From an optimization exercise on the open Yosys and OpenROAD flow, aimed at small area, a short achievable clock period and few clock cycles; shortcuts taken in it are not production practice. In this exercise RTL edits were held to simulation tests only and were not proved equivalent to the original. No activity file was given, so power comes from the tool's default toggle rates.

run 1:
==> flow/design.v (excerpt) <==
module huffman(clk, reset, gray_valid, CNT_valid,  gray_data, CNT1, CNT2, CNT3, CNT4, CNT5, CNT6,
    code_valid, HC1, HC2, HC3, HC4, HC5, HC6, M1, M2, M3, M4, M5, M6);
Settings: LEC_CHECK=0, CAP_MARGIN=20, CORE_MARGIN=2, CORE_UTILIZATION=70, CTS_BUF_LIST=sky130_fd_sc_hd__clkbuf_8, PLACE_DENSITY=0.8, SETUP_SLACK_MARGIN=2.3, SLEW_MARGIN=20; clock period 4.5 ns.
standard.sh (not shown) runs the stock make flow with config.mk's settings and CLKGATE_MAP_FILE= SYNTH_SCRIPT=/design/flow/synth_recipe.tcl, a recipe that flattens the netlist after the stock synthesis.
==> flow/flow/run.sh <==
#!/bin/bash
# Standard layout, but with the smallest buffer on the ports.
set -euo pipefail
sed 's|"\${@:-finish}"|BUFFER_PORTS_ARGS="-buffer_cell sky130_fd_sc_hd__buf_1" "${@:-finish}"|' standard.sh > my_standard.sh
bash my_standard.sh > flow.log 2>&1
Run 1: flow completed, timing, DRC and antenna clean
Testbench counts of run 1, summed over its fixed seeds: cycles 38,400.
Inputs modified between run 1 and run 2:
Settings: PLACE_DENSITY changed from 0.8 to 0.6; CORE_UTILIZATION changed from 70 to 40; SETUP_SLACK_MARGIN changed from 2.3 to 2.5.
## What came out
Re synthesized-area fraction occupied by and/or/nand/nor cells: no difference whatsoever between run 1 and run 2. Comparing run 2 and run 1, the lower switching power summed over all nets was measured on run 1. Run 1 reports its category of the most critical setup path as register to output pin while run 2 reports register to register. Higher number of global-route vias before repair goes to run 2 over run 1.
The inputs of run 3 differ from those of run 2 as listed below.
Settings: SETUP_SLACK_MARGIN now 2.4, was 2.5; PLACE_DENSITY now 0.8, was 0.6; CORE_UTILIZATION now 70, was 40.
==> run notes <==
Die area, run 2 and run 3: lower on run 3
On run 3: met1 routed wirelength after detailed routing is about 15% lower than what run 2 gave.
Diff run 2..run 3 | maximum single-stage delay on the critical path | negligible
Run 2 and run 3 ended up with nearly the same number of synthesized register bits.
Clock network power share came out higher on run 3 than on run 2.
Comparing run 3 with run 2, the clock-pin slew on the worst setup and hold paths came out essentially unchanged.
Number of global-route vias before repair for run 3: 0.65% up relative to run 2
Run 3 vs. run 2: setup slack went down 0.027 ns, overall routing resource usage grew by 12 points.
Cell area: run 3 better than run 2
Input changes introduced in run 4 (baseline for comparison: run 3):
Settings: SETUP_SLACK_MARGIN: 2.4 -> 2.5; CORE_UTILIZATION: 70 -> 60; PLACE_DENSITY: 0.8 -> 0.75.
[summary]
- In the tables for run 4 and run 3, number of gates resized after cts reads higher with run 4.
- Run 4 does worse than run 3 on wire length after detailed routing.
- Run 4 against run 3: multi-input logic portion of the cell area shows a reduction of 0.92 points; portion of total power attributed to combinational logic ~0 delta; utilization lost 8.5 points; worst ir drop on vdd moved up; post-CTS setup buffer count picked up an extra 8.
- Re final total power: run 4 and run 3 aren't equal, and the higher value belongs to run 4.
- Compared to run 3, run 4 has die boundary width 8.9 µm higher.
- Between run 4 and run 3, the global-route usage is higher for run 3.
Input-level comparison between run 5 and run 4:
Settings: CORE_UTILIZATION changed from 60 to 70; PLACE_DENSITY changed from 0.75 to 0.8.
--- outcome ---
Run 5 | stages: all done | timing, DRC, antenna: all pass. The number of instances in the synthesized netlist of run 4 and that of run 5 are within noise of each other. | placed wire-length estimate | run 5 vs run 4 | worse |. | final routed wire length divided by cell count | run 5 vs run 4 | about 2% higher |. Run 5 against run 4: power lower, met2 routed wirelength higher.

========
## juniper
The RTL this note starts from:
==> flow/design.v <==
module huffman(clk, reset, gray_valid, CNT_valid,  gray_data, CNT1, CNT2, CNT3, CNT4, CNT5, CNT6,
    code_valid, HC1, HC2, HC3, HC4, HC5, HC6, M1, M2, M3, M4, M5, M6);
input clk;
input reset;
input gray_valid;
input [7:0] gray_data;
output reg CNT_valid;
output [7:0] CNT1, CNT2, CNT3, CNT4, CNT5, CNT6;
output reg code_valid;
output [7:0] HC1, HC2, HC3, HC4, HC5, HC6;
output [7:0] M1, M2, M3, M4, M5, M6;
reg [6:0] W1, W2, W3, W4, W5;
reg [6:0] V;
reg [6:0] amount;    
reg [2:0] ptr [0:5];
reg [4:0] hc [0:5];
reg [4:0] m [0:5];
assign CNT1 = {1'b0, W5};
assign CNT2 = {1'b0, V};
assign CNT3 = {1'b0, W1};
assign CNT4 = {1'b0, W2};
assign CNT5 = {1'b0, W3};
assign CNT6 = {1'b0, W4};
assign HC1 = {3'b0, hc[0]};
assign HC2 = {3'b0, hc[1]};
assign HC3 = {3'b0, hc[2]};
assign HC4 = {3'b0, hc[3]};
assign HC5 = {3'b0, hc[4]};
assign HC6 = {3'b0, hc[5]};
assign M1 = {3'b0, m[0][4:1], 1'b1};
assign M2 = {3'b0, m[1][4:1], 1'b1};
assign M3 = {3'b0, m[2][4:1], 1'b1};
assign M4 = {3'b0, m[3][4:1], 1'b1};
assign M5 = {3'b0, m[4][4:1], 1'b1};
assign M6 = {3'b0, m[5][4:1], 1'b1};
reg counting, sorting, merging;
reg [4:1] U;
reg ph;              
reg [5:1] Tr;
wire last_sort = sorting & !U[1];
wire last_merge = merging & !U[1];
wire cmp_cycle = (sorting | merging) & !ph;
wire ins_cycle = (sorting | merging) & ph;
wire drop = merging & cmp_cycle;
function lt7;
    input [6:0] a, b;
    reg [6:0] l, g;
    begin
        l = ~a & b;
        g = a & ~b;
        lt7 = l[6] | ~g[6] & (l[5] | ~g[5] & (l[4] | ~g[4] & (l[3] | ~g[3] &
              (l[2] | ~g[2] & (l[1] | ~g[1] & l[0])))));
    end
endfunction
wire lt1 = lt7(W1, V);
wire lt2 = lt7(W2, V);
wire lt3 = lt7(W3, V);
wire lt4 = lt7(W4, V);
wire lt5 = lt7(W5, V);
wire [5:1] Tc;
assign Tc[1] = merging ? lt2 : (lt1 | U[1]);
assign Tc[2] = merging ? lt3 : (lt2 | U[2]);
assign Tc[3] = merging ? lt4 : (lt3 | U[3]);
assign Tc[4] = merging ? lt5 : (lt4 | U[4]);
assign Tc[5] = !merging & lt5;
wire [6:1] T = {1'b0, Tr};
wire [2:0] p = {T[4], T[2] & !T[4], (T[1] & !T[2]) | (T[3] & !T[4]) | T[5]};
wire [6:0] D = 7'd127;    
function [6:0] pick;
    input up, here;
    input [6:0] w1, w0, v;
    pick = here ? v : up ? w1 : w0;
endfunction
wire [2:0] sym = gray_data[2:0];
wire take = counting & gray_valid;
reg selw2, selv;
wire [6:0] vnext = W1 + (({7{selw2}} & W2) | ({7{selv}} & V));
always @(posedge clk) begin
    if (reset) begin
        amount <= 7'd0;
        counting <= 1'b1;
        sorting <= 1'b0;
        merging <= 1'b0;
        U <= 4'b1111;
        ph <= 1'b0;
        CNT_valid <= 1'b0;
        code_valid <= 1'b0;
        V <= 7'd0;
        W1 <= 7'd0; W2 <= 7'd0; W3 <= 7'd0; W4 <= 7'd0; W5 <= 7'd0;
    end else begin
        CNT_valid <= take && amount == 7'd99;
        code_valid <= last_merge;
        if (take) amount <= amount + 7'd1;
        if (take && amount == 7'd99) begin
            counting <= 1'b0;
            sorting <= 1'b1;
        end
        if (ins_cycle & last_sort) begin
            sorting <= 1'b0;
            merging <= 1'b1;
        end
        if (last_merge) merging <= 1'b0;
        ph <= cmp_cycle & !last_merge;
        if (ins_cycle) U <= last_sort ? 4'b1111 : {1'b0, U[4:2]};
        if (take) begin
            if (sym == 3'd1) W5 <= W5 + 7'd1;
            if (sym == 3'd2) V  <= V  + 7'd1;
            if (sym == 3'd3) W1 <= W1 + 7'd1;
            if (sym == 3'd4) W2 <= W2 + 7'd1;
            if (sym == 3'd5) W3 <= W3 + 7'd1;
            if (sym == 3'd6) W4 <= W4 + 7'd1;
        end
        if (drop) begin
            W1 <= W2; W2 <= W3; W3 <= W4; W4 <= W5; W5 <= D;
        end
        if (ins_cycle) begin
            W1 <= pick(T[2], T[1] & !T[2], W2, W1, V);
            W2 <= pick(T[3], T[2] & !T[3], W3, W2, V);
            W3 <= pick(T[4], T[3] & !T[4], W4, W3, V);
            W4 <= pick(T[5], T[4] & !T[5], W5, W4, V);
            W5 <= pick(1'b0, T[5],         D,  W5, V);
            V <= vnext;
        end
    end
end
wire sum_next = merging | last_sort;
always @(posedge clk) begin
    Tr <= Tc;
    selw2 <= sum_next & Tc[2];
    selv <= sum_next & !Tc[2];
end
wire [2:0] dst0 = p;
wire [2:0] dst1 = T[1] ? 3'd0 : 3'd1;
wire [2:0] dst2 = T[2] ? 3'd1 : 3'd2;
wire [2:0] dst3 = T[3] ? 3'd2 : 3'd3;
wire [2:0] dst4 = T[4] ? 3'd3 : 3'd4;
wire [2:0] dst5 = T[5] ? 3'd4 : 3'd5;
function [2:0] dst;
    input [2:0] j;
    input [2:0] d0, d1, d2, d3, d4, d5;
    case (j)
        3'd0: dst = d0;
        3'd1: dst = d1;
        3'd2: dst = d2;
        3'd3: dst = d3;
        3'd4: dst = d4;
        default: dst = d5;
    endcase
endfunction
integer s;
always @(posedge clk) begin
    if (counting) begin
        ptr[0] <= 3'd5;
        ptr[1] <= 3'd0;
        ptr[2] <= 3'd1;
        ptr[3] <= 3'd2;
        ptr[4] <= 3'd3;
        ptr[5] <= 3'd4;
    end else if (drop) begin
        for (s = 0; s < 6; s = s + 1)
            if (ptr[s] != 3'd0) ptr[s] <= ptr[s] - 3'd1;
    end else if (ins_cycle) begin
        for (s = 0; s < 6; s = s + 1)
            ptr[s] <= dst(ptr[s], dst0, dst1, dst2, dst3, dst4, dst5);
    end
end
always @(posedge clk) begin
    if (counting) begin
        for (s = 0; s < 6; s = s + 1) begin
            hc[s] <= 5'd0;
            m[s] <= 5'd0;
        end
    end else if (drop) begin
        for (s = 0; s < 6; s = s + 1) begin
            if (ptr[s] <= 3'd1) begin
                m[s] <= {m[s][3:0], 1'b1};
                hc[s] <= hc[s] | (({m[s][3:0], 1'b1} & ~m[s]) & {5{ptr[s] == 3'd0}});
            end
        end
    end
end
endmodule
==> flow/config.mk <==
export PLATFORM = sky130hd
export DESIGN_NAME = huffman
export DESIGN_NICKNAME = huffman
export VERILOG_FILES = /design/flow/design.v
export SDC_FILE = /design/flow/constraint.sdc
export NUM_CORES = 4
export LEC_CHECK = 0
export CAP_MARGIN = 20
export CORE_MARGIN = 2
export CORE_UTILIZATION = 70
export CTS_BUF_LIST = sky130_fd_sc_hd__clkbuf_8
export PLACE_DENSITY = 0.8
export SETUP_SLACK_MARGIN = 2.35
export SLEW_MARGIN = 20
==> flow/constraint.sdc <==
create_clock -name core_clock -period 4.5 [get_ports {clk}]
set_input_delay 0.9000 -clock core_clock [delete_from_list [all_inputs] [get_ports {clk}]]
set_output_delay 0.9000 -clock core_clock [all_outputs]
set_load 0.01 [all_outputs]
Scripts as last shown in full above: flow/flow/run.sh
Testbench counts of juniper, summed over its fixed seeds: cycles 38,400.
Input changes introduced in willow (baseline for comparison: juniper):
- swapping 2.35 for 2.3 in SETUP_SLACK_MARGIN
- swapping 70 for 40 in CORE_UTILIZATION
- swapping 0.8 for 0.6 in PLACE_DENSITY
==> flow/flow/run.sh <==
#!/bin/bash
# Standard layout, but with the smallest buffer on the ports and, after global
# routing, non-critical cells sized down again (RECOVER_POWER).
set -euo pipefail
sed 's|"\${@:-finish}"|BUFFER_PORTS_ARGS="-buffer_cell sky130_fd_sc_hd__buf_1" RECOVER_POWER=100 "${@:-finish}"|' standard.sh > my_standard.sh
bash my_standard.sh > flow.log 2>&1
Notes after the runs:
willow vs. juniper: first-pass GRT wire length increased by 11% relative to the old numbers, overall power of the completed layout has increased, routed wire length increased 6.0%, total number of vias fell about 0.9%. Relative to juniper, worst-margin pin slew increased by 2060 ps in willow. Completing all stages was not enough for willow: its layout failed the final checks because of capacitance limit, slew limit. juniper completed every stage of the flow, and the final layout passed the timing, design-rule and antenna checks. juniper tops out at a higher clock frequency than willow. willow vs juniper on full die area: willow is the higher one. Diff juniper -> willow | proportion of cell area spent on the clock network | increase of 0.39 points. willow against juniper: final cycle utilization of the critical path shows an increase of 22 points, number of core rows grew by 13. Looking at endpoint of the most critical setup path, the W3[3] result is from willow; the V[6] one comes from juniper.
#### Input delta (fjord over willow)
- changing SETUP_SLACK_MARGIN from 2.3 to 2.4
==> flow/flow/run.sh <==
#!/bin/bash
# Standard layout, but with the smallest buffer on the ports.
set -euo pipefail
sed 's|"\${@:-finish}"|BUFFER_PORTS_ARGS="-buffer_cell sky130_fd_sc_hd__buf_1" "${@:-finish}"|' standard.sh > my_standard.sh
bash my_standard.sh > flow.log 2>&1
[summary]
The setup slack of fjord is higher than that of willow. [fjord] total leakage power rose about 3.6% relative to willow. Peak fanout along the critical path ended up 24 lower on fjord than on willow. Against willow, total power in fjord came out better. fjord finished end to end and its layout was clean on timing, DRC and antenna.
#### Input delta (violet over fjord)
- SETUP_SLACK_MARGIN changed from 2.4 to 2.3
- CORE_UTILIZATION changed from 40 to 80
- PLACE_DENSITY changed from 0.6 to 0.88
## What came out
Area of the core shrinks by more than half when moving from fjord to violet.
The number of core rows in violet is 0.70 times that in fjord.
fjord reports its launching instance or port of the critical path as selw2 while violet reports ph.
violet does worse than fjord on time the final worst path needs with I/O delays and setup.
violet vs fjord: power consumption up by a few percent
On violet: net switching share of the total power is 5.3 points lower than what fjord gave.
#### Input delta (harbor over violet)
- PLACE_DENSITY: 0.88 -> 0.6
- CORE_UTILIZATION: 80 -> 40
## What came out
- Power | harbor below violet
- Post-synthesis to final-layout area growth for harbor is higher than for violet.
- In the reports for harbor and violet, the smaller global placer's final weighted congestion belongs to harbor.
- violet and harbor ended up with roughly the same H-tree depth.
- Of harbor and violet, it is harbor that has the higher net count of the finished layout.
- In harbor the length of routed wiring on met1 turned out 23% higher than in violet.
- Die height grows by more than a quarter when moving from violet to harbor.

-- afterwards: timing with drivers on the ports --
Ports are ideal in the flow. The routed layouts listed here were re-timed in OpenROAD. Step 1 (the two cells are an assumption about what drives the block):
set clk [get_ports {clk}]
set_driving_cell -lib_cell sky130_fd_sc_hd__clkbuf_16 $clk
set_driving_cell -lib_cell sky130_fd_sc_hd__buf_2 [delete_from_list [all_inputs] $clk]
Step 2 moves the port delays by t, midway between the first and last clock arrival at a register: inputs arrive t later, outputs are due t later. That takes back most of the time a late clock gives input paths. Slacks: ideal / step 1 / step 2; pairs: ideal / step 1.
run | t, ns | setup WS [ns] | clock arrival spread, ns | worst register clock-pin slew, ns | worst data-port slew with drivers (ns)
run 1 | 0.500 | 2.330 / 2.291 / 1.916 | 0.011 / 0.011 | 0.09 / 0.09 | 0.03
run 2 | 0.503 | 2.441 / 2.424 / 2.019 | 0.017 / 0.018 | 0.10 / 0.10 | 0.05
run 3 | 0.486 | 2.414 / 2.380 / 2.032 | 0.012 / 0.012 | 0.09 / 0.09 | 0.03
run 4 | 0.494 | 2.423 / 2.423 / 2.044 | 0.013 / 0.013 | 0.09 / 0.09 | 0.06
run 5 | 0.508 | 2.507 / 2.470 / 2.028 | 0.014 / 0.013 | 0.09 / 0.09 | 0.06
juniper | 0.491 | 2.392 / 2.384 / 1.958 | 0.012 / 0.012 | 0.08 / 0.08 | 0.05
willow | 0.494 | 1.406 / 1.406 / 1.087 | 0.021 / 0.020 | 0.10 / 0.10 | 0.06
fjord | 0.496 | 2.353 / 2.353 / 1.949 | 0.011 / 0.011 | 0.10 / 0.10 | 0.05
violet | 0.496 | 2.246 / 2.246 / 1.935 | 0.014 / 0.013 | 0.09 / 0.09 | 0.03
harbor | 0.493 | 2.391 / 2.354 / 1.938 | 0.020 / 0.020 | 0.10 / 0.10 | 0.06
The setup slack of run 5, which loses most, moves by -0.037 ns with the drivers and by -0.479 ns with both steps.
